What follows belongs to an exercise in optimizing a design on an open flow for small area and a short achievable clock period; a production flow would make more cautious choices. RTL that was checked went through simulation tests only; none was proved equivalent to the original. For run 5, only the layout was checked, not whether the RTL still works. Power and IR drop assume default switching activity.

==> flow/design.v (outline; a module is shown in full before it is edited, if it fits) <==
// module CRC32_8gen: 47 lines
// module x2: 3 lines
// module xn2: 3 lines
// module an2: 3 lines
// module ao21: 3 lines
// module add16: 203 lines
// module crc_rest: 1362 lines
// module crc_late: 208 lines
// module PRBS31_Seed_Checker: 126 lines
module PRBS31_Seed_Checker(
    input clock,
    input reset,
    input pulse,
    input [3:0] channel,
    input [15:0] injectErrorCount,
    input [31:0] DataIn,
    output [17:0] shortErrorCount,
    output [127+128:0] dataOut
    );
  // ...
==> flow/flow/run.sh <==
#!/bin/bash
# Layout flow: the standard synthesis unchanged, then the standard layout
# with smaller port buffers and clock buffers, synthesis buffers removed,
# free gate sizing, and timing repair aimed at a tighter setup margin (the
# SDC is unchanged).
set -euo pipefail
bash standard.sh synth > synth.log 2>&1
bash standard.sh SETUP_SLACK_MARGIN=19 REMOVE_ABC_BUFFERS=1 MATCH_CELL_FOOTPRINT=0 \
  "BUFFER_PORTS_ARGS=-buffer_cell sky130_fd_sc_hd__buf_1" \
  CTS_BUF_LIST=sky130_fd_sc_hd__clkbuf_8 finish > layout.log 2>&1
==> flow/standard.sh <==
#!/bin/bash
# synth_recipe.tcl (not shown) runs the flow's synth.tcl, then flattens the netlist and writes it again
# the make line also repeats each setting of config.mk as NAME=value (left out here)
make -C /OpenROAD-flow-scripts/flow DESIGN_CONFIG=/design/flow/config.mk WORK_HOME=/design/flow/orfs CLKGATE_MAP_FILE= SYNTH_SCRIPT=/design/flow/synth_recipe.tcl "${@:-finish}"
==> flow/config.mk <==
export PLATFORM = sky130hd
export DESIGN_NAME = PRBS31_Seed_Checker
export DESIGN_NICKNAME = PRBS31_Seed_Checker
export VERILOG_FILES = /design/flow/design.v
export SDC_FILE = /design/flow/constraint.sdc
export NUM_CORES = 4
export LEC_CHECK = 0
export CAP_MARGIN = 20
export CORE_MARGIN = 2
export CORE_UTILIZATION = 40
export PLACE_DENSITY = 0.6
export SETUP_SLACK_MARGIN = 1.0
export SLEW_MARGIN = 20
export SYNTH_HIERARCHICAL = 1
export SYNTH_MINIMUM_KEEP_SIZE = 0
==> flow/constraint.sdc <==
create_clock -name core_clock -period 25.0 [get_ports {clock}]
set_input_delay 5.0000 -clock core_clock [delete_from_list [all_inputs] [get_ports {clock}]]
set_output_delay 5.0000 -clock core_clock [all_outputs]
set_load 0.01 [all_outputs]
==> run_summary.xml, run 1 <==
<?xml version="1.0" encoding="UTF-8"?>
<metrics>
  <group name="run_status">
    <metric name="outcome" unit="">timing/DRC/antenna clean</metric>
  </group>
  <group name="min_path">
    <metric name="hold_path_startpoint" unit="">DO[30]$_SDFF_PP0_</metric>
  </group>
  <group name="grt">
    <metric name="grt_util_met1" unit="%">50.9</metric>
    <metric name="groute.layer.met2.usage" unit="%">60.1</metric>
    <metric name="grt_first_pass_wirelength" unit="mm">202</metric>
    <metric name="via_count_of_the_first_global_routing_pass" unit="">24000</metric>
  </group>
  <group name="placed_design">
    <metric name="detailedPlacementHpwl" unit="mm">123</metric>
    <metric name="place.gp.congestion" unit="">1.06</metric>
    <metric name="detailed_place.area" unit="um^2">32300</metric>
    <metric name="place_inst" unit="">4377</metric>
  </group>
  <group name="pwr">
    <metric name="report.power.total" unit="uW">2520</metric>
    <metric name="dominant_power_group" unit="">combinational cells</metric>
    <metric name="sw_frac_of_total" unit="%">37.2</metric>
    <metric name="power.switching" unit="uW">937</metric>
    <metric name="power.sequential.fraction" unit="%">31.6</metric>
  </group>
  <group name="layout">
    <metric name="multiInputCombCellCount" unit="">2479</metric>
    <metric name="postLayoutCoreUtil" unit="%">53.5</metric>
    <metric name="register_area" unit="um^2">9560</metric>
    <metric name="sequential_cell_total" unit="">437</metric>
    <metric name="fraction_of_layout_cells_with_a_size_suffix_above_1" unit="%">29.2</metric>
    <metric name="final_design_area_no_fill" unit="um^2">39100</metric>
  </group>
  <group name="critical_path">
    <metric name="crit_start" unit="">injectErrorCount[1]</metric>
    <metric name="timing.critical_path.required" unit="ps">25610</metric>
    <metric name="cp-start-kind" unit="">primary input</metric>
  </group>
  <group name="routing">
    <metric name="routed_wire_length_per_instance" unit="um">32.8</metric>
    <metric name="wirelength_met1" unit="mm">64.5</metric>
    <metric name="top_layer_used" unit="">met4</metric>
    <metric name="totalWireLength" unit="mm">154</metric>
  </group>
  <group name="clock_network">
    <metric name="cts_hold_buf" unit="">0</metric>
  </group>
  <group name="timing">
    <metric name="fmax" unit="MHz">144</metric>
    <metric name="report.final.hold_viol_count" unit="">0</metric>
  </group>
  <group name="die">
    <metric name="die_area" unit="um^2">76300</metric>
  </group>
  <group name="synth">
    <metric name="postSynthCellCount" unit="">3089</metric>
  </group>
</metrics>
==> run 2: changes to the inputs <==
==> flow/flow/run.sh (replaced) <==
#!/bin/bash
# Layout flow: the standard synthesis unchanged, then the standard layout
# with smaller port buffers, synthesis buffers removed, and timing repair
# aimed at a tighter setup margin (the SDC is unchanged).
set -euo pipefail
bash standard.sh synth > synth.log 2>&1
bash standard.sh SETUP_SLACK_MARGIN=18 REMOVE_ABC_BUFFERS=1 \
  "BUFFER_PORTS_ARGS=-buffer_cell sky130_fd_sc_hd__buf_1" finish > layout.log 2>&1
--- a/flow/config.mk
+++ b/flow/config.mk
@@ -8,6 +8,8 @@
 export CAP_MARGIN = 20
 export CORE_MARGIN = 2
 export CORE_UTILIZATION = 40
+export CTS_CLUSTER_DIAMETER = 60
+export CTS_CLUSTER_SIZE = 20
 export PLACE_DENSITY = 0.6
 export SETUP_SLACK_MARGIN = 1.0
 export SLEW_MARGIN = 20
==> run 2 against run 1 <==
Net effect:
- clock skew is essentially flat
- first-iteration DRC count rose by 1.1%
- wire length fell by 4.5%
- count of clock-buffer cells in the layout shrank 47
- fmax fell by 0.98%
- critical path depth grew 1
- register-to-register slack got worse by 120 ps
- setup slack worse by 69 ps
- largest power group unchanged
==> run_summary.xml, run 2 <==
<?xml version="1.0" encoding="UTF-8"?>
<metrics>
  <group name="layout">
    <metric name="top_regs" unit="">oEC (59), oTS (48)</metric>
    <metric name="mostFrequentLayoutCell" unit="">sky130_fd_sc_hd__xor2_1</metric>
    <metric name="largest_register" unit="">oEC</metric>
    <metric name="synthToLayoutAreaGrowth" unit="%">18.0</metric>
    <metric name="mostFrequentLayoutCells" unit="">sky130_fd_sc_hd__xor2_1 (1481), sky130_fd_sc_hd__dfxtp_1 (399), sky130_fd_sc_hd__buf_1 (315)</metric>
    <metric name="final-instance-count-excl-fill" unit="">4490</metric>
    <metric name="largest_register_ffs" unit="">59</metric>
    <metric name="fraction_of_layout_cells_with_a_size_suffix_above_1" unit="%">9.92</metric>
    <metric name="final_net_count" unit="">3600</metric>
  </group>
  <group name="critical_path">
    <metric name="cp-start-kind" unit="">primary input</metric>
    <metric name="timing.critical_path.fanout_max" unit="">4</metric>
    <metric name="worst-r2r-cell-count" unit="">20</metric>
    <metric name="critPathArrivalTime" unit="ps">7500</metric>
    <metric name="worst_r2r_endpoint" unit="">R[1]$_DFF_P_</metric>
    <metric name="timing.critical_path.required" unit="ps">25510</metric>
    <metric name="regToRegSetupSlack" unit="ps">18020</metric>
    <metric name="critical_path.endpoint_type" unit="">register</metric>
    <metric name="worstSetupPathType" unit="">primary input to register</metric>
    <metric name="r2r_start" unit="">oTS[0]$_DFF_P_</metric>
  </group>
  <group name="synth">
    <metric name="syn-cell-area" unit="um^2">29600</metric>
    <metric name="syn-mean-instance-area" unit="um^2">9.60</metric>
    <metric name="ys.warnings.count" unit="">7</metric>
    <metric name="postSynthCellCount" unit="">3089</metric>
  </group>
  <group name="grt">
    <metric name="remaining_global_route_overflow" unit="">0</metric>
    <metric name="grtUsageTotal" unit="%">37.4</metric>
    <metric name="grt_first_pass_wirelength" unit="mm">195</metric>
    <metric name="via_count_of_the_first_global_routing_pass" unit="">22500</metric>
    <metric name="grt_start_max_net_pins" unit="">73</metric>
    <metric name="grt_antenna_before_repair" unit="">2</metric>
  </group>
  <group name="die">
    <metric name="core" unit="um^2">73200</metric>
    <metric name="die-height" unit="um">276</metric>
    <metric name="top_level_ports" unit="">329</metric>
    <metric name="initial_utilization" unit="%">40.5</metric>
    <metric name="dieWidth" unit="um">276</metric>
    <metric name="die_area" unit="um^2">76300</metric>
    <metric name="placement_rows" unit="">99</metric>
  </group>
  <group name="timing">
    <metric name="rsz_0062_raised_after_global_routing" unit="">yes</metric>
    <metric name="fmax" unit="MHz">143</metric>
    <metric name="timing.setup.tns" unit="ps">0</metric>
    <metric name="max_slew.worst_pin.slew" unit="ps">1270</metric>
    <metric name="finalSetupViolCount" unit="">0</metric>
    <metric name="clock_skew" unit="ps">32.5</metric>
    <metric name="report.final.hold_viol_count" unit="">0</metric>
    <metric name="relSlewSlack" unit="%">14.7</metric>
    <metric name="count_of_final_max_slew_check_failures" unit="">0</metric>
    <metric name="final.period_utilization" unit="%">28.0</metric>
    <metric name="final_critical_delay_including_setup_and_external_delays" unit="ps">7000</metric>
  </group>
  <group name="run">
    <metric name="max_cap_viol_count" unit="">0</metric>
  </group>
  <group name="routing">
    <metric name="drtAntennaViolNets" unit="">0</metric>
    <metric name="violation_count_after_the_first_detailed_routing_iteration" unit="">2187</metric>
    <metric name="totalWireLength" unit="mm">147</metric>
    <metric name="routed_wire_length_per_instance" unit="um">32.7</metric>
    <metric name="viasPerCell" unit="">5.19</metric>
    <metric name="drc_markers" unit="">0</metric>
    <metric name="drtPass1Iterations" unit="">6</metric>
    <metric name="num_vias" unit="">23300</metric>
  </group>
  <group name="min_path">
    <metric name="min_to" unit="">oEC[10]$_DFF_P_</metric>
    <metric name="hold_path_startpoint" unit="">ECL[10]$_SDFF_PN0_</metric>
    <metric name="timing.hold.worst.class" unit="">register to register</metric>
    <metric name="hold_path_depth" unit="">0</metric>
  </group>
  <group name="run_status">
    <metric name="outcome" unit="">timing/DRC/antenna clean</metric>
  </group>
  <group name="placed_design">
    <metric name="place_inst" unit="">4377</metric>
    <metric name="place.gp.congestion" unit="">1.06</metric>
    <metric name="port_buffers" unit="">328</metric>
    <metric name="detailedPlacementHpwl" unit="mm">123</metric>
  </group>
  <group name="pwr">
    <metric name="worst_ir_drop_vdd" unit="mV">0.0772</metric>
    <metric name="power_leakage" unit="uW">0.0186</metric>
    <metric name="power_density_over_the_cells" unit="nW/um^2">67.3</metric>
  </group>
  <group name="clock_network">
    <metric name="clk_transition_reported_paths" unit="ps">80</metric>
    <metric name="clk_path_buf_depth" unit="">3</metric>
    <metric name="tritoncts" unit="">yes</metric>
    <metric name="cts_hold_buf" unit="">0</metric>
    <metric name="clk-insertion-delay-late" unit="ps">600</metric>
    <metric name="cts_sinks" unit="">437</metric>
    <metric name="num_cts_buffers" unit="">39</metric>
    <metric name="clk_tree_root_cell" unit="">sky130_fd_sc_hd__clkbuf_16</metric>
    <metric name="htreeDepth" unit="">2</metric>
  </group>
</metrics>
[run 2: how the worst max path moves through the flow]
stage                        startpoint            end  slack [ps]  cells after the start
detailed placement  injectErrorCount[6]   R[4]$_DFF_P_       16110                     13
finish              injectErrorCount[5]  R[12]$_DFF_P_       18000                     13
global route        injectErrorCount[2]   R[8]$_DFF_P_       17920                     12
global placement    injectErrorCount[6]   R[4]$_DFF_P_       16080                     13
CTS                 injectErrorCount[3]   R[3]$_DFF_P_       18000                     13
floorplan           injectErrorCount[7]   R[4]$_DFF_P_       17000                     11
[run 2: final cells by class]
class,count,area (um^2)
flip-flops and latches,437,9110
multi-input cells,2479,20400
repair buffers,498,2660
fillers,7075,38200
clock inverters,24,362
well taps,959,1200
clock buffers,45,1050
diodes,3,7.51
inverters,45,169
[run 2: where the power goes]
part	switching, uW	leakage, uW	internal (uW)
Sequential	30.6	0.00357	761
Clock	315	0.000686	351
Combinational	554	0.0143	345
[run 2: critical path, cell delays in order]
cell	delay, ps
sky130_fd_sc_hd__buf_12	110
sky130_fd_sc_hd__xor2_4	180
sky130_fd_sc_hd__a21o_1	230
sky130_fd_sc_hd__a21o_1	180
sky130_fd_sc_hd__a21o_1	150
sky130_fd_sc_hd__a21o_1	160
sky130_fd_sc_hd__xor2_1	160
sky130_fd_sc_hd__buf_4	170
sky130_fd_sc_hd__xor2_4	240
sky130_fd_sc_hd__xor2_4	240
sky130_fd_sc_hd__xor2_4	330
sky130_fd_sc_hd__xor2_2	180
sky130_fd_sc_hd__xor2_1	170
[run 2: repair_timing]
action                                  CTS  global route
pin swaps                                16            29
buffers inserted                         24            17
endpoints found under the setup margin   31            29
gates resized for setup                  78            86
[run 2: metrics by stage]
stage          util [%]  power [uW]  hold WS (ps)  setup WS [ps]  instance area, um^2
2_1_floorplan         -        1390           403          17000                28800
4_1_cts            47.1        2340           478          18000                34500
5_1_grt            47.8        2460           508          17920                35000
3_3_place_gp       44.1        1650           489          16080                32300
3_5_place_dp       44.1        1650           472          16110                32300
6_report           47.8        2360           481          18000                35000
[run 2: per-layer routing]
metal / track usage [%] / wire length (um) / up-vias
li1: - / - / 10600
met1: 50.1 / 62900 / 11300
met2: 57.6 / 63900 / 1112
met3: 7.01 / 11300 / 292
met4: 18.5 / 8500 / 6
met5: 0 / 44 / -
==> run 3: changes to the inputs <==
==> flow/flow/run.sh (replaced) <==
#!/bin/bash
# Layout flow: the standard synthesis unchanged, then the standard layout
# with smaller port buffers and clock buffers, no clock-tree dummy loads,
# synthesis buffers removed, and timing repair aimed at a tighter setup
# margin (the SDC is unchanged).
set -euo pipefail
bash standard.sh synth > synth.log 2>&1
bash standard.sh SETUP_SLACK_MARGIN=18 REMOVE_ABC_BUFFERS=1 \
  "BUFFER_PORTS_ARGS=-buffer_cell sky130_fd_sc_hd__buf_1" \
  "CTS_ARGS=-sink_clustering_enable -repair_clock_nets -dont_use_dummy_load -buf_list sky130_fd_sc_hd__clkbuf_8" \
  finish > layout.log 2>&1
--- a/flow/config.mk
+++ b/flow/config.mk
@@ -8,8 +8,6 @@
 export CAP_MARGIN = 20
 export CORE_MARGIN = 2
 export CORE_UTILIZATION = 40
-export CTS_CLUSTER_DIAMETER = 60
-export CTS_CLUSTER_SIZE = 20
 export PLACE_DENSITY = 0.6
 export SETUP_SLACK_MARGIN = 1.0
 export SLEW_MARGIN = 20
==> run 3 against run 2 <==
Net effect:
- still clean on timing, DRC and antenna
- core utilization fell by 0.49 points
- setup slack worse by 3.5 ps
- wire length is 0.25% higher
- critical path depth stayed put
- synthesized cell count did not move
==> run_summary.xml, run 3 <==
<?xml version="1.0" encoding="UTF-8"?>
<metrics>
  <group name="critical_path">
    <metric name="cp-start-kind" unit="">primary input</metric>
    <metric name="timing.critical_path.fanout_max" unit="">5</metric>
    <metric name="crit_start" unit="">injectErrorCount[3]</metric>
    <metric name="cp_common_cell" unit="">sky130_fd_sc_hd__a21o_1</metric>
    <metric name="r2r_start" unit="">cy$_DFF_P_</metric>
    <metric name="cell_chain_critical_path" unit="">buf_8, xor2_4, a21o_1, a21o_1, a21o_1, a21o_1, xor2_1, buf_4, xor2_4, buf_6, xor2_4, xor2_2, xor2_1</metric>
    <metric name="critical_path.max_stage_delay" unit="ps">290</metric>
    <metric name="worst-r2r-cell-count" unit="">20</metric>
    <metric name="critical_path.endpoint_type" unit="">register</metric>
    <metric name="worstSetupPathType" unit="">primary input to register</metric>
    <metric name="critPathArrivalTime" unit="ps">7550</metric>
    <metric name="critPathSlowestCell" unit="">sky130_fd_sc_hd__xor2_4</metric>
    <metric name="timing.critical_path.required" unit="ps">25550</metric>
  </group>
  <group name="clock_network">
    <metric name="cts_sinks" unit="">437</metric>
    <metric name="num_cts_buffers" unit="">75</metric>
    <metric name="htreeDepth" unit="">3</metric>
    <metric name="tritoncts" unit="">yes</metric>
    <metric name="clk_transition_reported_paths" unit="ps">50</metric>
    <metric name="clk_path_buf_depth" unit="">3</metric>
    <metric name="clk-insertion-delay-late" unit="ps">700</metric>
    <metric name="clk_tree_root_cell" unit="">sky130_fd_sc_hd__clkbuf_8</metric>
  </group>
  <group name="placed_design">
    <metric name="place.gp.congestion" unit="">1.06</metric>
    <metric name="port_buffers" unit="">328</metric>
    <metric name="pre_cts_slack" unit="ps">16110</metric>
    <metric name="detailed_place.area" unit="um^2">32300</metric>
    <metric name="detailedPlacementHpwl" unit="mm">123</metric>
  </group>
  <group name="layout">
    <metric name="mostFrequentLayoutCell" unit="">sky130_fd_sc_hd__xor2_1</metric>
    <metric name="final_design_area_no_fill" unit="um^2">34600</metric>
    <metric name="postLayoutCoreUtil" unit="%">47.3</metric>
    <metric name="mostFrequentLayoutCells" unit="">sky130_fd_sc_hd__xor2_1 (1485), sky130_fd_sc_hd__dfxtp_1 (399), sky130_fd_sc_hd__buf_1 (315)</metric>
    <metric name="fraction_of_layout_cells_with_a_size_suffix_above_1" unit="%">10.1</metric>
    <metric name="final_net_count" unit="">3637</metric>
    <metric name="synthToLayoutAreaGrowth" unit="%">16.8</metric>
    <metric name="largest_register" unit="">oEC</metric>
    <metric name="total_of_fill_cells_in_the_finished_design" unit="">7138</metric>
    <metric name="top_regs" unit="">oEC (59), oTS (48)</metric>
    <metric name="largest_register_ffs" unit="">59</metric>
  </group>
  <group name="timing">
    <metric name="final_critical_path_setup_slack" unit="ps">18000</metric>
    <metric name="count_of_final_max_slew_check_failures" unit="">0</metric>
    <metric name="max_slew.worst_pin.slew" unit="ps">1280</metric>
    <metric name="final.period_utilization" unit="%">28.0</metric>
    <metric name="worst_hold_slack" unit="ps">504</metric>
    <metric name="fmax" unit="MHz">143</metric>
    <metric name="finalSetupViolCount" unit="">0</metric>
    <metric name="timing.setup.tns" unit="ps">0</metric>
    <metric name="final_critical_delay_including_setup_and_external_delays" unit="ps">7000</metric>
    <metric name="rsz_0062_raised_after_global_routing" unit="">yes</metric>
    <metric name="relSlewSlack" unit="%">14.1</metric>
    <metric name="clock_skew" unit="ps">94.6</metric>
    <metric name="report.final.hold_viol_count" unit="">0</metric>
  </group>
  <group name="min_path">
    <metric name="hold_path_startpoint" unit="">Dh[3]$_DFF_P_</metric>
    <metric name="hold_path_depth" unit="">1</metric>
    <metric name="timing.hold.worst.class" unit="">register to register</metric>
  </group>
  <group name="grt">
    <metric name="grtUsageTotal" unit="%">37.6</metric>
    <metric name="via_count_of_the_first_global_routing_pass" unit="">22700</metric>
    <metric name="grt_start_max_net_pins" unit="">73</metric>
    <metric name="grt_first_pass_wirelength" unit="mm">195</metric>
    <metric name="busiest_layer" unit="">met2</metric>
    <metric name="grt_util_met1" unit="%">50.1</metric>
    <metric name="groute.layer.met2.usage" unit="%">57.2</metric>
    <metric name="remaining_global_route_overflow" unit="">0</metric>
    <metric name="grt_antenna_before_repair" unit="">2</metric>
    <metric name="grt_use_met3" unit="%">7.93</metric>
  </group>
  <group name="synth">
    <metric name="syn-mean-instance-area" unit="um^2">9.60</metric>
    <metric name="postSynthCellCount" unit="">3089</metric>
    <metric name="syn-cell-area" unit="um^2">29600</metric>
    <metric name="ys.warnings.count" unit="">7</metric>
  </group>
  <group name="die">
    <metric name="initial_utilization" unit="%">40.5</metric>
    <metric name="top_level_ports" unit="">329</metric>
    <metric name="dieWidth" unit="um">276</metric>
    <metric name="die-height" unit="um">276</metric>
    <metric name="placement_rows" unit="">99</metric>
    <metric name="die_area" unit="um^2">76300</metric>
    <metric name="core" unit="um^2">73200</metric>
  </group>
  <group name="pwr">
    <metric name="power_leakage" unit="uW">0.0184</metric>
    <metric name="worst_ir_drop_vdd" unit="mV">0.0629</metric>
    <metric name="power_density_over_the_cells" unit="nW/um^2">64.2</metric>
  </group>
  <group name="routing">
    <metric name="drtAntennaViolNets" unit="">0</metric>
    <metric name="drtPass1Iterations" unit="">5</metric>
    <metric name="routed_wire_length_per_instance" unit="um">32.7</metric>
    <metric name="drc_markers" unit="">0</metric>
    <metric name="num_vias" unit="">23500</metric>
    <metric name="violation_count_after_the_first_detailed_routing_iteration" unit="">2199</metric>
    <metric name="viasPerCell" unit="">5.23</metric>
    <metric name="totalWireLength" unit="mm">147</metric>
  </group>
  <group name="run">
    <metric name="max_cap_viol_count" unit="">0</metric>
  </group>
  <group name="run_status">
    <metric name="outcome" unit="">timing/DRC/antenna clean</metric>
  </group>
</metrics>
run 3: layout make-up:
class	instances	area [um^2]	area share, %
sequential	437	9110	26.3
timing repair buffer	499	2690	7.76
inverter	45	169	0.488
multi-input combinational	2479	20400	59.0
antenna	2	5.00	0.0144
clock buffer	75	1030	2.98
tap	959	1200	3.46
run 3: worst paths after layout:
kind,end,slack (ps)
worst max-delay path,R[12]$_DFF_P_,18000
worst min-delay path,DO[3]$_SDFF_PP0_,500
worst max register to register,R[1]$_DFF_P_,18070
worst min register to register,DO[3]$_SDFF_PP0_,500
run 3: report_power, final:
part	internal, uW	total, uW	switching [uW]	leakage, uW
Combinational	345	892	547	0.0143
Sequential	762	793	30.5	0.00357
Clock	264	537	274	0.000539
run 3: critical path, delay by kind of cell:
family | cells | cell delay [ps]
AOI/OAI and AO/OA | 4 | 770
buffers and inverters | 3 | 480
xor gates and xnor gates | 6 | 1280
run 3: stage by stage:
stage          cells  power [uW]
6_report        4496        2220
3_3_place_gp    4376        1650
5_1_grt         4495        2330
3_5_place_dp    4377        1650
2_1_floorplan   2961        1390
4_1_cts         4470        2200
run 3: routing by layer:
metal	up-vias	wire length (um)
met4	4	9110
met1	11400	63300
li1	10600	-
met3	338	11200
met5	-	30
met2	1174	63300
run 3: repair_timing:
| item | 4_1_cts | 5_1_grt |
|---|---|---|
| pin swaps | 15 | 40 |
| resized for setup | 67 | 102 |
| hold buffers | 0 | 0 |
| endpoints found under the setup margin | 30 | 28 |
| buffers inserted | 18 | 24 |
| gates cloned | 0 | 0 |
==> run 4: changes to the inputs <==
--- a/flow/config.mk
+++ b/flow/config.mk
@@ -7,8 +7,8 @@
 export LEC_CHECK = 0
 export CAP_MARGIN = 20
 export CORE_MARGIN = 2
-export CORE_UTILIZATION = 40
-export PLACE_DENSITY = 0.6
+export CORE_UTILIZATION = 50
+export PLACE_DENSITY = 0.7
 export SETUP_SLACK_MARGIN = 1.0
 export SLEW_MARGIN = 20
 export SYNTH_HIERARCHICAL = 1
==> run 4 against run 3 <==
Net effect:
- critical path depth stayed put
- sequential power hardly changed
- count of clock-buffer cells in the layout is 1 lower
- sequential cell count stayed put
- critical endpoint is now R[25]$_DFF_P_
- largest power group unchanged
- highest routed layer unchanged
==> run_summary.xml, run 4 <==
<?xml version="1.0" encoding="UTF-8"?>
<metrics>
  <group name="run_status">
    <metric name="outcome" unit="">timing/DRC/antenna clean</metric>
  </group>
  <group name="routing">
    <metric name="top_layer_used" unit="">met5</metric>
    <metric name="viasPerCell" unit="">5.63</metric>
    <metric name="drtPass1Iterations" unit="">5</metric>
    <metric name="drtAntennaViolNets" unit="">0</metric>
    <metric name="totalWireLength" unit="mm">140</metric>
    <metric name="drc_markers" unit="">0</metric>
    <metric name="met3RoutedLength" unit="mm">13.9</metric>
    <metric name="met2WireLength" unit="mm">57.2</metric>
    <metric name="routed_wire_length_per_instance" unit="um">32.6</metric>
    <metric name="wirelength_met1" unit="mm">57.7</metric>
    <metric name="num_vias" unit="">24200</metric>
    <metric name="violation_count_after_the_first_detailed_routing_iteration" unit="">2746</metric>
  </group>
  <group name="layout">
    <metric name="largest_register_ffs" unit="">59</metric>
    <metric name="largest_register" unit="">oEC</metric>
    <metric name="fraction_of_layout_cells_with_a_size_suffix_above_1" unit="%">9.52</metric>
    <metric name="mostFrequentLayoutCell" unit="">sky130_fd_sc_hd__xor2_1</metric>
    <metric name="synthToLayoutAreaGrowth" unit="%">15.4</metric>
    <metric name="mostFrequentLayoutCells" unit="">sky130_fd_sc_hd__xor2_1 (1488), sky130_fd_sc_hd__dfxtp_1 (399), sky130_fd_sc_hd__buf_1 (315)</metric>
    <metric name="total_of_fill_cells_in_the_finished_design" unit="">5239</metric>
    <metric name="final_net_count" unit="">3633</metric>
    <metric name="top_regs" unit="">oEC (59), oTS (48)</metric>
  </group>
  <group name="grt">
    <metric name="grtUsageTotal" unit="%">45.1</metric>
    <metric name="grt_start_max_net_pins" unit="">73</metric>
    <metric name="remaining_global_route_overflow" unit="">0</metric>
    <metric name="grt_antenna_before_repair" unit="">5</metric>
    <metric name="grt_first_pass_wirelength" unit="mm">186</metric>
    <metric name="via_count_of_the_first_global_routing_pass" unit="">22800</metric>
  </group>
  <group name="pwr">
    <metric name="power_density_over_the_cells" unit="nW/um^2">64.3</metric>
    <metric name="power_leakage" unit="uW">0.0183</metric>
    <metric name="worst_ir_drop_vdd" unit="mV">0.0880</metric>
  </group>
  <group name="synth">
    <metric name="postSynthCellCount" unit="">3089</metric>
    <metric name="syn-mean-instance-area" unit="um^2">9.60</metric>
    <metric name="syn-cell-area" unit="um^2">29600</metric>
    <metric name="ys.warnings.count" unit="">7</metric>
  </group>
  <group name="critical_path">
    <metric name="timing.critical_path.required" unit="ps">25580</metric>
    <metric name="timing.critical_path.fanout_max" unit="">4</metric>
    <metric name="regToRegSetupSlack" unit="ps">18080</metric>
    <metric name="critPathArrivalTime" unit="ps">7570</metric>
    <metric name="worst-r2r-cell-count" unit="">21</metric>
    <metric name="worstSetupPathType" unit="">primary input to register</metric>
    <metric name="cp-start-kind" unit="">primary input</metric>
    <metric name="critical_path.endpoint_type" unit="">register</metric>
  </group>
  <group name="die">
    <metric name="top_level_ports" unit="">329</metric>
    <metric name="initial_utilization" unit="%">50.4</metric>
    <metric name="core" unit="um^2">58800</metric>
    <metric name="die_area" unit="um^2">61300</metric>
    <metric name="dieWidth" unit="um">248</metric>
    <metric name="die-height" unit="um">248</metric>
    <metric name="placement_rows" unit="">89</metric>
  </group>
  <group name="clock_network">
    <metric name="cts_sinks" unit="">437</metric>
    <metric name="clk_path_buf_depth" unit="">3</metric>
    <metric name="clk-insertion-delay-late" unit="ps">700</metric>
    <metric name="tritoncts" unit="">yes</metric>
    <metric name="num_cts_buffers" unit="">74</metric>
    <metric name="cts_hold_buf" unit="">0</metric>
    <metric name="clk_tree_root_cell" unit="">sky130_fd_sc_hd__clkbuf_8</metric>
    <metric name="htreeDepth" unit="">3</metric>
    <metric name="clk_transition_reported_paths" unit="ps">50</metric>
  </group>
  <group name="timing">
    <metric name="report.final.hold_viol_count" unit="">0</metric>
    <metric name="rsz_0062_raised_after_global_routing" unit="">yes</metric>
    <metric name="final_critical_path_setup_slack" unit="ps">18010</metric>
    <metric name="final_critical_delay_including_setup_and_external_delays" unit="ps">6990</metric>
    <metric name="final.period_utilization" unit="%">28.0</metric>
    <metric name="timing.setup.tns" unit="ps">0</metric>
    <metric name="finalSetupViolCount" unit="">0</metric>
    <metric name="count_of_final_max_slew_check_failures" unit="">0</metric>
    <metric name="clock_skew" unit="ps">76.8</metric>
    <metric name="relSlewSlack" unit="%">14.8</metric>
    <metric name="fmax" unit="MHz">143</metric>
    <metric name="max_slew.worst_pin.slew" unit="ps">1270</metric>
  </group>
  <group name="placed_design">
    <metric name="place.gp.congestion" unit="">1.08</metric>
    <metric name="pre_cts_slack" unit="ps">16040</metric>
    <metric name="port_buffers" unit="">328</metric>
    <metric name="detailedPlacementHpwl" unit="mm">115</metric>
  </group>
  <group name="run">
    <metric name="max_cap_viol_count" unit="">0</metric>
  </group>
  <group name="min_path">
    <metric name="hold_path_depth" unit="">0</metric>
    <metric name="timing.hold.worst.class" unit="">register to register</metric>
  </group>
</metrics>
[run 4: timing repair]
action | in CTS | in global routing
endpoints found under the setup margin | 29 | 26
pin swaps | 19 | 27
setup buffers | 24 | 19
gates resized for setup | 68 | 46
[run 4: through the flow]
| stage | area [um^2] | instances | util (%) | hold slack, ps | power, uW |
|---|---|---|---|---|---|
| after global placement | 32000 | 4186 | 54.4 | 336 | 1630 |
| after CTS | 33700 | 4284 | 57.4 | 370 | 2170 |
| final | 34200 | 4307 | 58.2 | 370 | 2200 |
| after floorplan | 28800 | 2961 | - | 403 | 1390 |
| after global routing | 34200 | 4305 | 58.2 | 377 | 2300 |
| after detailed placement | 32000 | 4186 | 54.4 | 353 | 1640 |
[run 4: path summary, 6_finish.rpt]
path,startpoint,endpoint
max,injectErrorCount[6],R[25]$_DFF_P_
min,ECL[15]$_SDFF_PN0_,oEC[15]$_DFF_P_
max reg2reg,oTS[0]$_DFF_P_,R[25]$_DFF_P_
min reg2reg,ECL[15]$_SDFF_PN0_,oEC[15]$_DFF_P_
[run 4: power breakdown]
group / internal, uW / switching (uW)
sequential: 763 / 31.9
combinational: 340 / 543
clock: 260 / 264
[run 4: metal layers]
metal	GRT usage, %	up-vias
met2	64.4	1471
met3	11.2	431
met5	0	-
met4	31.0	2
li1	-	10600
met1	59.8	11700
[run 4: layout make-up]
cell class / count / area [um^2] / share of cell area (%)
inverter: 45 / 169 / 0.494
multi-input combinational: 2479 / 20300 / 59.5
sequential: 437 / 9110 / 26.6
timing repair buffer: 496 / 2580 / 7.55
clock buffer: 74 / 1020 / 2.98
tap: 773 / 967 / 2.83
antenna: 3 / 7.51 / 0.0219
[run 4: critical path, cell delays in order]
cell	delay, ps
sky130_fd_sc_hd__clkbuf_2	130
sky130_fd_sc_hd__xor2_2	180
sky130_fd_sc_hd__a21o_1	210
sky130_fd_sc_hd__a21o_1	200
sky130_fd_sc_hd__a21o_1	190
sky130_fd_sc_hd__a21o_1	210
sky130_fd_sc_hd__xor2_4	220
sky130_fd_sc_hd__buf_4	190
sky130_fd_sc_hd__xor2_1	210
sky130_fd_sc_hd__xor2_1	200
sky130_fd_sc_hd__xor2_1	190
sky130_fd_sc_hd__xor2_1	260
sky130_fd_sc_hd__xor2_1	160
==> module PRBS31_Seed_Checker, before the edit <==
module PRBS31_Seed_Checker(
    input clock,
    input reset,
    input pulse,
    input [3:0] channel,
    input [15:0] injectErrorCount,
    input [31:0] DataIn,
    output [17:0] shortErrorCount,
    output [127+128:0] dataOut
    );
localparam [31:0] MAGIC = 32'h7009a0b2;
localparam [31:0] SEED  = 32'h1f044a52;
localparam [31:0] QINIT = 32'hffffd000;    
localparam [1:0] IDLE = 2'd0, CHECK = 2'd1, IFS2 = 2'd2, SYNC = 2'd3;
reg [31:0] Dh;           
reg [31:0] DO;           
reg [31:0] DE;           
reg        rd;           
reg        ld;           
reg        sv;           
reg [1:0]  state;
reg [3:0]  cnt;
reg [31:0] Q;            
reg [15:0] NOLD;         
reg        RELINK;
reg [17:0] ECL;          
reg        cy;           
reg        clr_d;        
reg [31:0] R;            
reg [5:0]  popR;         
reg        errR;         
reg        oEF;
reg [3:0]  och;
reg [47:0] oTS;
reg [15:0] omatch;
reg [31:0] oDE, oDO, oBE;
reg [58:0] oEC;
wire [31:0] nxt = {DE[7]^DE[1], DE[31:29]^DE[6:4]^DE[3:1], DE[31:4]^DE[28:1]};
wire [31:0] seeds = rd ? 32'd0 : ld ? SEED : sv ? nxt : DE;
wire [31:0] BE = sv ? (DE ^ DO) : 32'd0;
wire        EF = sv & errR;
wire [47:0] TS = rd ? 48'd0 : oTS + 48'd1;
wire [40:0] ECH = clr_d ? 41'd0 : oEC[58:18] + {40'd0, cy};
wire [58:0] EC = {ECH, ECL};
wire [63:0] Data_reg = {Dh, DO};    
wire        z35_5 = ~|Data_reg[35:5];
wire        eqz   = ~|Data_reg[63:36] & ~|Data_reg[4:1];
wire        T = ~(z35_5 & (Data_reg[4] == eqz));
wire        magic = (Dh == MAGIC);
wire        anyerr = |diff;
wire        relink = (Q == {16'd0, injectErrorCount});
wire [31:0] diff = seeds ^ Dh;
wire [5:0]  pop = diff[0] + diff[1] + diff[2] + diff[3] + diff[4] + diff[5] + diff[6] + diff[7] + diff[8] + diff[9] + diff[10] + diff[11] + diff[12] + diff[13] + diff[14] + diff[15] + diff[16] + diff[17] + diff[18] + diff[19] + diff[20] + diff[21] + diff[22] + diff[23] + diff[24] + diff[25] + diff[26] + diff[27] + diff[28] + diff[29] + diff[30] + diff[31];
wire [5:0]  count = sv ? popR : 6'd0;
wire [18:0] ecsum = {1'b0, ECL} + {13'd0, count};
wire        clr = pulse | reset;
always @(posedge clock) begin
    Dh <= DataIn;
    DO <= rd ? 32'd0 : Dh;
    popR <= pop;
    errR <= anyerr;
    DE <= seeds;
    rd <= reset;
    ECL <= clr ? 18'd0 : ecsum[17:0];
    cy <= ~clr & ecsum[18];
    clr_d <= clr;
end
always @(posedge clock) begin
    ld <= 1'b0;
    sv <= 1'b0;
    if (reset) begin
        state <= IDLE;
        NOLD <= 16'd0;
        RELINK <= 1'b0;
    end else
    case (state)
    IDLE: begin
        cnt <= 4'd0;
        Q <= QINIT;
        state <= CHECK;
    end
    CHECK: begin
        if (T) begin
            cnt <= cnt + 4'd1;
            if (cnt == 4'd14) state <= IFS2;
        end
    end
    IFS2: begin
        if (magic) begin
            ld <= 1'b1;
            if (~RELINK) NOLD <= ~injectErrorCount;
            else RELINK <= 1'b0;
            state <= SYNC;
        end else if (!T)
            state <= CHECK;
    end
    SYNC: begin
        sv <= 1'b1;
        if (anyerr) Q <= Q + 32'd1;
        if (relink) begin
            state <= IDLE;
            RELINK <= 1'b1;
        end
    end
    endcase
end
wire [223:0] rec = {EF, 4'd0, TS, 16'd0, DE, DO, BE, EC};
wire [15:0] match;
add16 add16_inst(.a(injectErrorCount), .b(NOLD), .s(match));
wire [31:0] crc_r, crc;
crc_rest crc_rest_inst(.d(rec), .y(crc_r));
crc_late crc_late_inst(.r(crc_r), .ch(channel), .m(match), .y(crc));
always @(posedge clock) begin
    R <= crc;
    oEF <= EF;
    och <= channel;
    oTS <= TS;
    omatch <= match;
    oDE <= DE;
    oDO <= DO;
    oBE <= BE;
    oEC <= EC;
end
assign dataOut = {oEF, och, oTS, omatch, oDE, oDO, oBE, oEC, R};
assign shortErrorCount = ECL;
endmodule
==> run 5: changes to the inputs <==
--- a/flow/design.v
+++ b/flow/design.v
@@ -1861,13 +1861,13 @@
 reg        cy;           
 reg        clr_d;        
 reg [31:0] R;            
-reg [5:0]  popR;         
 reg        errR;         
 reg        oEF;
 reg [3:0]  och;
 reg [47:0] oTS;
 reg [15:0] omatch;
-reg [31:0] oDE, oDO, oBE;
+reg [31:0] oDE, oDO;
+reg        osv;          
 reg [58:0] oEC;
 wire [31:0] nxt = {DE[7]^DE[1], DE[31:29]^DE[6:4]^DE[3:1], DE[31:4]^DE[28:1]};
 wire [31:0] seeds = rd ? 32'd0 : ld ? SEED : sv ? nxt : DE;
@@ -1881,17 +1881,15 @@
 wire        eqz   = ~|Data_reg[63:36] & ~|Data_reg[4:1];
 wire        T = ~(z35_5 & (Data_reg[4] == eqz));
 wire        magic = (Dh == MAGIC);
+wire [31:0] diff = seeds ^ Dh;
 wire        anyerr = |diff;
 wire        relink = (Q == {16'd0, injectErrorCount});
-wire [31:0] diff = seeds ^ Dh;
-wire [5:0]  pop = diff[0] + diff[1] + diff[2] + diff[3] + diff[4] + diff[5] + diff[6] + diff[7] + diff[8] + diff[9] + diff[10] + diff[11] + diff[12] + diff[13] + diff[14] + diff[15] + diff[16] + diff[17] + diff[18] + diff[19] + diff[20] + diff[21] + diff[22] + diff[23] + diff[24] + diff[25] + diff[26] + diff[27] + diff[28] + diff[29] + diff[30] + diff[31];
-wire [5:0]  count = sv ? popR : 6'd0;
+wire [5:0]  count = BE[0] + BE[1] + BE[2] + BE[3] + BE[4] + BE[5] + BE[6] + BE[7] + BE[8] + BE[9] + BE[10] + BE[11] + BE[12] + BE[13] + BE[14] + BE[15] + BE[16] + BE[17] + BE[18] + BE[19] + BE[20] + BE[21] + BE[22] + BE[23] + BE[24] + BE[25] + BE[26] + BE[27] + BE[28] + BE[29] + BE[30] + BE[31];
 wire [18:0] ecsum = {1'b0, ECL} + {13'd0, count};
 wire        clr = pulse | reset;
 always @(posedge clock) begin
     Dh <= DataIn;
     DO <= rd ? 32'd0 : Dh;
-    popR <= pop;
     errR <= anyerr;
     DE <= seeds;
     rd <= reset;
@@ -1952,9 +1950,10 @@
     omatch <= match;
     oDE <= DE;
     oDO <= DO;
-    oBE <= BE;
+    osv <= sv;
     oEC <= EC;
 end
+wire [31:0] oBE = osv ? (oDE ^ oDO) : 32'd0;
 assign dataOut = {oEF, och, oTS, omatch, oDE, oDO, oBE, oEC, R};
 assign shortErrorCount = ECL;
 endmodule
==> flow/flow/run.sh (replaced) <==
#!/bin/bash
# Layout flow: the standard synthesis unchanged, then the standard layout
# with smaller port buffers and clock buffers, synthesis buffers removed, and
# timing repair aimed at a tighter setup margin (the SDC is unchanged).
set -euo pipefail
bash standard.sh synth > synth.log 2>&1
bash standard.sh SETUP_SLACK_MARGIN=18 REMOVE_ABC_BUFFERS=1 \
  "BUFFER_PORTS_ARGS=-buffer_cell sky130_fd_sc_hd__buf_1" \
  CTS_BUF_LIST=sky130_fd_sc_hd__clkbuf_8 finish > layout.log 2>&1
--- a/flow/config.mk
+++ b/flow/config.mk
@@ -7,8 +7,8 @@
 export LEC_CHECK = 0
 export CAP_MARGIN = 20
 export CORE_MARGIN = 2
-export CORE_UTILIZATION = 50
-export PLACE_DENSITY = 0.7
+export CORE_UTILIZATION = 40
+export PLACE_DENSITY = 0.6
 export SETUP_SLACK_MARGIN = 1.0
 export SLEW_MARGIN = 20
 export SYNTH_HIERARCHICAL = 1
==> run 5 against run 4 <==
Net effect:
- still clean
- sequential power is 9.1% lower
- sequential cell count is 37 lower
- wire length is 13% higher
- die area is 26% higher
- setup slack better by 45 ps
- non-clock buffer count is 36 higher
- critical path depth stayed put
- area after synthesis is 1.4% higher
- critical path type unchanged
- largest cell class unchanged
==> run_summary.xml, run 5 <==
<?xml version="1.0" encoding="UTF-8"?>
<metrics>
  <group name="timing">
    <metric name="timing.setup.tns" unit="ps">0</metric>
    <metric name="max_slew.worst_pin.slew" unit="ps">1310</metric>
    <metric name="relSlewSlack" unit="%">12.2</metric>
    <metric name="final.period_utilization" unit="%">27.8</metric>
    <metric name="rsz_0062_raised_after_global_routing" unit="">yes</metric>
    <metric name="clock_skew" unit="ps">79.5</metric>
    <metric name="report.final.hold_viol_count" unit="">0</metric>
    <metric name="finalSetupViolCount" unit="">0</metric>
    <metric name="count_of_final_max_slew_check_failures" unit="">0</metric>
    <metric name="worst_hold_slack" unit="ps">437</metric>
    <metric name="fmax" unit="MHz">144</metric>
    <metric name="final_critical_delay_including_setup_and_external_delays" unit="ps">6940</metric>
  </group>
  <group name="routing">
    <metric name="viasPerCell" unit="">5.25</metric>
    <metric name="top_layer_used" unit="">met4</metric>
    <metric name="drc_markers" unit="">0</metric>
    <metric name="met3RoutedLength" unit="mm">9.04</metric>
    <metric name="met2WireLength" unit="mm">73.1</metric>
    <metric name="violation_count_after_the_first_detailed_routing_iteration" unit="">2027</metric>
    <metric name="wirelength_met1" unit="mm">62.5</metric>
    <metric name="drtPass1Iterations" unit="">6</metric>
    <metric name="routed_wire_length_per_instance" unit="um">33.7</metric>
    <metric name="drtAntennaViolNets" unit="">0</metric>
    <metric name="num_vias" unit="">24700</metric>
    <metric name="totalWireLength" unit="mm">159</metric>
  </group>
  <group name="synth">
    <metric name="postSynthCellCount" unit="">3250</metric>
    <metric name="syn-cell-area" unit="um^2">30100</metric>
    <metric name="syn-mean-instance-area" unit="um^2">9.25</metric>
    <metric name="ys.warnings.count" unit="">7</metric>
  </group>
  <group name="pwr">
    <metric name="comb_power_share" unit="%">35.3</metric>
    <metric name="power.switching" unit="uW">802</metric>
    <metric name="report.power.total" unit="uW">2110</metric>
    <metric name="power_density_over_the_cells" unit="nW/um^2">59.2</metric>
    <metric name="sw_frac_of_total" unit="%">38.1</metric>
    <metric name="pwr-share-clk" unit="%">30.4</metric>
    <metric name="power.sequential.fraction" unit="%">34.3</metric>
    <metric name="worst_ir_drop_vdd" unit="mV">0.0443</metric>
    <metric name="power_leakage" unit="uW">0.0192</metric>
    <metric name="cell_internal_pwr" unit="uW">1300</metric>
  </group>
  <group name="die">
    <metric name="initial_utilization" unit="%">40.4</metric>
    <metric name="die-height" unit="um">278</metric>
    <metric name="top_level_ports" unit="">329</metric>
    <metric name="core" unit="um^2">74400</metric>
    <metric name="placement_rows" unit="">100</metric>
    <metric name="dieWidth" unit="um">278</metric>
    <metric name="die_area" unit="um^2">77400</metric>
  </group>
  <group name="grt">
    <metric name="grt_start_max_net_pins" unit="">73</metric>
    <metric name="remaining_global_route_overflow" unit="">0</metric>
    <metric name="grt_antenna_before_repair" unit="">1</metric>
    <metric name="grt_first_pass_wirelength" unit="mm">210</metric>
    <metric name="grtUsageTotal" unit="%">40.1</metric>
    <metric name="via_count_of_the_first_global_routing_pass" unit="">24500</metric>
  </group>
  <group name="layout">
    <metric name="largest_register_ffs" unit="">59</metric>
    <metric name="final_net_count" unit="">3791</metric>
    <metric name="largest_register" unit="">oEC</metric>
    <metric name="top_regs" unit="">oEC (59), oTS (48)</metric>
    <metric name="final-instance-count-excl-fill" unit="">4710</metric>
    <metric name="total_of_fill_cells_in_the_finished_design" unit="">7246</metric>
    <metric name="mostFrequentLayoutCell" unit="">sky130_fd_sc_hd__xor2_1</metric>
    <metric name="fraction_of_layout_cells_with_a_size_suffix_above_1" unit="%">11.1</metric>
    <metric name="synthToLayoutAreaGrowth" unit="%">18.3</metric>
    <metric name="mostFrequentLayoutCells" unit="">sky130_fd_sc_hd__xor2_1 (1511), sky130_fd_sc_hd__dfxtp_1 (361), sky130_fd_sc_hd__buf_1 (315)</metric>
  </group>
  <group name="clock_network">
    <metric name="clk_transition_reported_paths" unit="ps">70</metric>
    <metric name="tritoncts" unit="">yes</metric>
    <metric name="clk_path_buf_depth" unit="">3</metric>
    <metric name="htreeDepth" unit="">3</metric>
    <metric name="num_cts_buffers" unit="">71</metric>
    <metric name="cts_sinks" unit="">400</metric>
    <metric name="clk-insertion-delay-late" unit="ps">720</metric>
    <metric name="clk_tree_root_cell" unit="">sky130_fd_sc_hd__clkbuf_8</metric>
    <metric name="cts_hold_buf" unit="">0</metric>
  </group>
  <group name="critical_path">
    <metric name="critPathSlowestCell" unit="">sky130_fd_sc_hd__xor2_4</metric>
    <metric name="critical_path.max_stage_delay" unit="ps">320</metric>
    <metric name="cp-start-kind" unit="">primary input</metric>
    <metric name="cell_chain_critical_path" unit="">buf_8, and2_4, a21o_1, a21o_1, a21o_4, a21o_1, xor2_4, xor2_4, xor2_4, buf_4, buf_4, xor2_1, xor2_1</metric>
    <metric name="timing.critical_path.fanout_max" unit="">4</metric>
    <metric name="critPathArrivalTime" unit="ps">7550</metric>
    <metric name="timing.critical_path.required" unit="ps">25600</metric>
    <metric name="worstSetupPathType" unit="">primary input to register</metric>
    <metric name="crit_start" unit="">injectErrorCount[1]</metric>
    <metric name="critical_path.endpoint_type" unit="">register</metric>
    <metric name="r2r_start" unit="">oTS[0]$_DFF_P_</metric>
  </group>
  <group name="placed_design">
    <metric name="place.gp.congestion" unit="">1.09</metric>
    <metric name="port_buffers" unit="">328</metric>
    <metric name="place_inst" unit="">4536</metric>
    <metric name="detailedPlacementHpwl" unit="mm">132</metric>
  </group>
  <group name="min_path">
    <metric name="hold_path_startpoint" unit="">DO[30]$_SDFF_PP0_</metric>
    <metric name="timing.hold.worst.class" unit="">register to register</metric>
  </group>
  <group name="run">
    <metric name="max_cap_viol_count" unit="">0</metric>
  </group>
  <group name="run_status">
    <metric name="outcome" unit="">timing/DRC/antenna clean</metric>
  </group>
</metrics>
-- run 5: worst paths after layout --
path	end	depth (start not counted)	slack [ps]
hold / removal	oDO[30]$_DFF_P_	0	440
hold reg to reg	oDO[30]$_DFF_P_	0	440
setup / recovery	R[9]$_DFF_P_	13	18060
setup reg to reg	R[25]$_DFF_P_	21	18130
-- run 5: repair_timing --
item,4_1_cts,5_1_grt
resized for setup,71,99
pin swaps,18,34
setup buffers,19,30
endpoints found under the setup margin,72,36
-- run 5: metal layers --
metal	up-vias	track usage, %
li1	11200	-
met3	445	5.80
met2	1138	65.6
met4	0	30.5
met5	-	0
met1	11900	47.7
-- run 5: worst max-delay path: cells and delay by family --
family / cells / cell delay, ps
xor gates and xnor gates: 5 / 1180
AOI/OAI and AO/OA: 4 / 830
buffers and inverters: 3 / 390
and+or+nand+nor: 1 / 150
-- run 5: per-stage QoR --
stage               instance area (um^2)  worst slack [ps]  utilization (%)
floorplan                          29100             17000                -
global placement                   32700             16120             44.0
detailed placement                 32700             16070             44.0
CTS                                34900             18000             46.8
global route                       35600             17950             47.8
finish                             35600             18060             47.8
-- run 5: power by group through the flow --
| stage | Sequential, uW | Clock, uW | Combinational [uW] |
|---|---|---|---|
| global route | 726 | 673 | 785 |
| CTS | 723 | 653 | 722 |
| global placement | 737 | 0 | 706 |
| detailed placement | 736 | 0 | 706 |
| finish | 723 | 640 | 744 |
| floorplan | 748 | 0 | 451 |
-- run 5: cell type report --
cell class	count	area (um^2)	share of cell area, %
clock inverters	38	264	0.742
multi-input cells	2621	21400	60.2
inverters	63	239	0.672
flip-flops and latches	400	8370	23.5
diodes	2	5.00	0.0141
clock buffers	85	1170	3.29
well taps	969	1210	3.41
repair buffers	532	2900	8.14

==> static timing again, ports no longer ideal <==
The results above use ideal ports. As a check the final layouts listed here were re-extracted and re-timed, cells and wires unchanged. Step 1: set_driving_cell puts a clkbuf_16 on clock and a buf_2 on each other input, an assumption about the parent block. Step 2 moves the port delays by t, midway between the first and last clock arrival at a register: inputs arrive t later, outputs are due t later. That takes back most of the time a late clock gives input paths. a / b / c = ideal / step 1 / step 2; a / b = the first two.
run	t, ns	setup slack, ns	worst setup path after step 2	slew at the worst register clock pin (ns)
run 1	0.765	18.073 / 18.089 / 17.324	input to register	0.08 / 0.08
run 2	0.646	18.005 / 18.008 / 17.362	input to register	0.08 / 0.08
run 3	0.719	18.001 / 18.018 / 17.300	input to register	0.07 / 0.07
run 4	0.726	18.010 / 18.052 / 17.325	input to register	0.06 / 0.06
run 5	0.748	18.055 / 18.055 / 17.307	input to register	0.08 / 0.08
After both steps every run listed still meets setup and hold. For run 1, which loses most, drivers alone change the setup slack by +0.016 ns; drivers and shift together by -0.749 ns.
